This is an optimization exercise on Yosys and OpenROAD, whose aim is small area, a short achievable clock period and few clock cycles, not a production implementation. No driver is modelled on the clock port, so clocking that relies on it looks cheaper here than on a real chip.

==> v7 <==
// top_module2
module top_module2 (input [3:0] start_adress, input [7:0] data_in, input clock, input Start, input reset,
  output logic [15:0] out_put_det3, output logic Done, output logic [3:0] adress);
  logic [10:1] ph;             
  logic add_q0, add_q2;        
  logic [3:0] addr;            
  logic [7:0] dr;              
  logic [15:0] mr;             
  logic [3:0] b_one, b_two, b_neg;   
  logic [15:0] q1, q0;
  wire go = Done & Start;
  logic [3:0] step;
  always @(*) begin
    step = 4'd0;
    if (ph[1]) step = 4'd14;    
    if (ph[2]) step = 4'd1;
    if (ph[3]) step = 4'd14;    
    if (ph[4]) step = 4'd4;
    if (ph[5]) step = 4'd11;    
    if (ph[6]) step = 4'd8;
    if (ph[7]) step = 4'd14;    
    if (ph[8]) step = 4'd1;
  end
  assign adress = ({4{Done}} & start_adress) | addr;
  always @(posedge clock or posedge reset) begin
    if (reset) begin
      Done   <= 1'b1;
      ph     <= '0;
      add_q0 <= 1'b0;
      add_q2 <= 1'b1;
      addr   <= 4'd0;
    end else begin
      addr   <= go ? start_adress + 4'd4 : (~Done & ~ph[10]) ? addr + step : 4'd0;
      Done   <= Done ? ~Start : ph[10];
      ph     <= {ph[9:1], go};
      add_q0 <= ph[4] | ph[5] | ph[6];
      add_q2 <= ph[8] | ph[9] | ph[10] | (Done & ~Start);
    end
  end
  wire [15:0] add = ({16{add_q0}} & q0) | ({16{add_q2}} & out_put_det3);
  wire [15:0] r;
  mac16e mac (.m(mr), .one(b_one), .two(b_two), .neg(b_neg), .add(add), .r(r));
  wire sub_next = ph[2] | ph[4] | ph[6];
  wire op_next = ~Done & ~ph[10];    
  ...
export LEC_CHECK = 0
export CAP_MARGIN = 20
export CORE_MARGIN = 2
export CORE_UTILIZATION = 40
export HOLD_SLACK_MARGIN = 0.15
export SETUP_SLACK_MARGIN = 3.2
export SLEW_MARGIN = 20
create_clock -name core_clock -period 7.0 [get_ports {clock}]
standard.sh (not shown) runs the stock make flow with config.mk's settings and CLKGATE_MAP_FILE= SYNTH_SCRIPT=/design/flow/synth_recipe.tcl, a recipe that flattens the netlist after the stock synthesis.
==> flow/flow/run.sh <==
#!/bin/bash
# The standard layout, with two changes: plain buffers (buf_2) on the ports
# instead of the default port buffer cell (every port still gets its buffer),
# and, after clock tree synthesis, a later clock for the output register
# (flow/skew.tcl), which ends the multiply-accumulate paths between registers.
set -euo pipefail
export BUFFER_PORTS_ARGS="-buffer_cell sky130_fd_sc_hd__buf_2"
bash standard.sh cts > standard_cts.log 2>&1
R=orfs/results/sky130hd/top_module2/base
cp $R/4_cts.odb $R/4_cts_noskew.odb
ODB_IN=$R/4_cts_noskew.odb ODB_OUT=$R/4_cts.odb SKEW_DLY_CELL=sky130_fd_sc_hd__clkdlybuf4s25_1 \
  openroad -no_init -exit flow/skew.tcl > skew.log 2>&1
bash standard.sh > standard.log 2>&1
==> flow/flow/skew.tcl <==
# Delays the clock of the output register (out_put_det3) by a delay buffer and a
# clock buffer inserted after its leaf clock buffer. The output register is the
# end of the multiply-accumulate paths between registers; its own paths to the
# output port only lose by this.
read_db $::env(ODB_IN)
set db [ord::get_db]
set block [ord::get_db_block]
set flops {}
foreach inst [$block getInsts] {
  if {[string match {out_put_det3*} [$inst getName]]} { lappend flops $inst }
}
puts "skew: [llength $flops] output register flip-flops"
set src [[[lindex $flops 0] findITerm CLK] getNet]
set n1 [odb::dbNet_create $block skew_net1]
set n2 [odb::dbNet_create $block skew_net2]
$n1 setSigType CLOCK
$n2 setSigType CLOCK
set b1 [odb::dbInst_create $block [$db findMaster $::env(SKEW_DLY_CELL)] skew_dly]
set b2 [odb::dbInst_create $block [$db findMaster sky130_fd_sc_hd__clkbuf_16] skew_buf]
[$b1 findITerm A] connect $src
[$b1 findITerm X] connect $n1
[$b2 findITerm A] connect $n1
[$b2 findITerm X] connect $n2
set sx 0; set sy 0
foreach f $flops {
  set it [$f findITerm CLK]
  $it disconnect
  $it connect $n2
  set bb [$f getBBox]
  set sx [expr {$sx + [$bb xMin]}]; set sy [expr {$sy + [$bb yMin]}]
}
set cx [expr {int($sx / [llength $flops])}]; set cy [expr {int($sy / [llength $flops])}]
$b1 setLocation $cx $cy
$b1 setPlacementStatus PLACED
$b2 setLocation $cx $cy
$b2 setPlacementStatus PLACED
global_connect
detailed_placement
check_placement -verbose
write_db $::env(ODB_OUT)
==> v30 (differences from v7) <==
--- a/flow/flow/run.sh
+++ b/flow/flow/run.sh
@@ -8,6 +8,6 @@
 bash standard.sh cts > standard_cts.log 2>&1
 R=orfs/results/sky130hd/top_module2/base
 cp $R/4_cts.odb $R/4_cts_noskew.odb
-ODB_IN=$R/4_cts_noskew.odb ODB_OUT=$R/4_cts.odb SKEW_DLY_CELL=sky130_fd_sc_hd__clkdlybuf4s25_1 \
+ODB_IN=$R/4_cts_noskew.odb ODB_OUT=$R/4_cts.odb SKEW_DLY_CELL=sky130_fd_sc_hd__clkdlybuf4s50_1 \
   openroad -no_init -exit flow/skew.tcl > skew.log 2>&1
 bash standard.sh > standard.log 2>&1
==> results.ini <==
[sta]
slew-limit-headroom_pct = 45.7
setup_slack_ns = 3.71

[worst_setup_path]
r2r_start = b_one[1]$_DFF_P_
worstSetupPathType = reg -> reg
endpoint = out_put_det3[14]$_DFF_P_
critical_path.startpoint = b_one[1]$_DFF_P_
startpoint_type = register

[finish]
finalInstanceArea_sq_um = 6400
final_cell_count_no_fill = 766
clockNetworkAreaShare_pct = 4.32
areaGrowthSynthToFinish_pct = 14.8

[drt]
wirelength_um = 12100
num_vias = 3859

[run_status]
status = complete, no violations

(the above is from v7)
==> results.ini <==
[finish]
final_cell_count_no_fill = 768
layout.cells.most_common = dfxtp_1
clockNetworkAreaShare_pct = 4.30
finalInstanceArea_sq_um = 6420
areaGrowthSynthToFinish_pct = 15.2

[drt]
wirelength_um = 12100
num_vias = 3884

[worst_setup_path]
worstSetupPathType = in -> out
startpoint_type = primary input

[sta]
setup_slack_ns = 3.79
slew-limit-headroom_pct = 46.1

[run_status]
status = complete, no violations

[logic_synthesis]
synth_xor_area_share_pct = 12.6

[min_path]
hp-start = q0[2]$_DFF_P_

(the above is from v30)
No run of this note included a check of the RTL's function; only the layout flow was run.

what the ideal ports hide:
No port has a modelled driver above. Below, the same layouts with a new extraction and two added sets of constraints. Step 1, drivers: a clkbuf_16 drives clock and a buf_2 each remaining input, both assumed. Step 2, shift: input delay + t, output delay - t, t = (earliest + latest rising clock arrival at the registers) / 2. This alone moves slack from input paths to output paths. a / b / c = ideal / step 1 / step 2; a / b = the first two.
| run | t, ns | setup slack, ns | worst setup path at the end | clock arrival spread, ns | slew at the worst register clock pin (ns) |
|---|---|---|---|---|---|
| v7 | 0.641 | 3.712 / 3.712 / 3.712 | register to register | 0.526 / 0.527 | 0.09 / 0.09 |
| v30 | 0.755 | 3.789 / 3.771 / 3.771 | input to output | 0.750 / 0.750 | 0.09 / 0.09 |
In v7 and v30 the clock reaches the registers at very different times; t lies between them, and the last value is a rough guide only. The setup slack of v30, which loses most, moves by -0.018 ns with the drivers and by -0.018 ns with both steps.
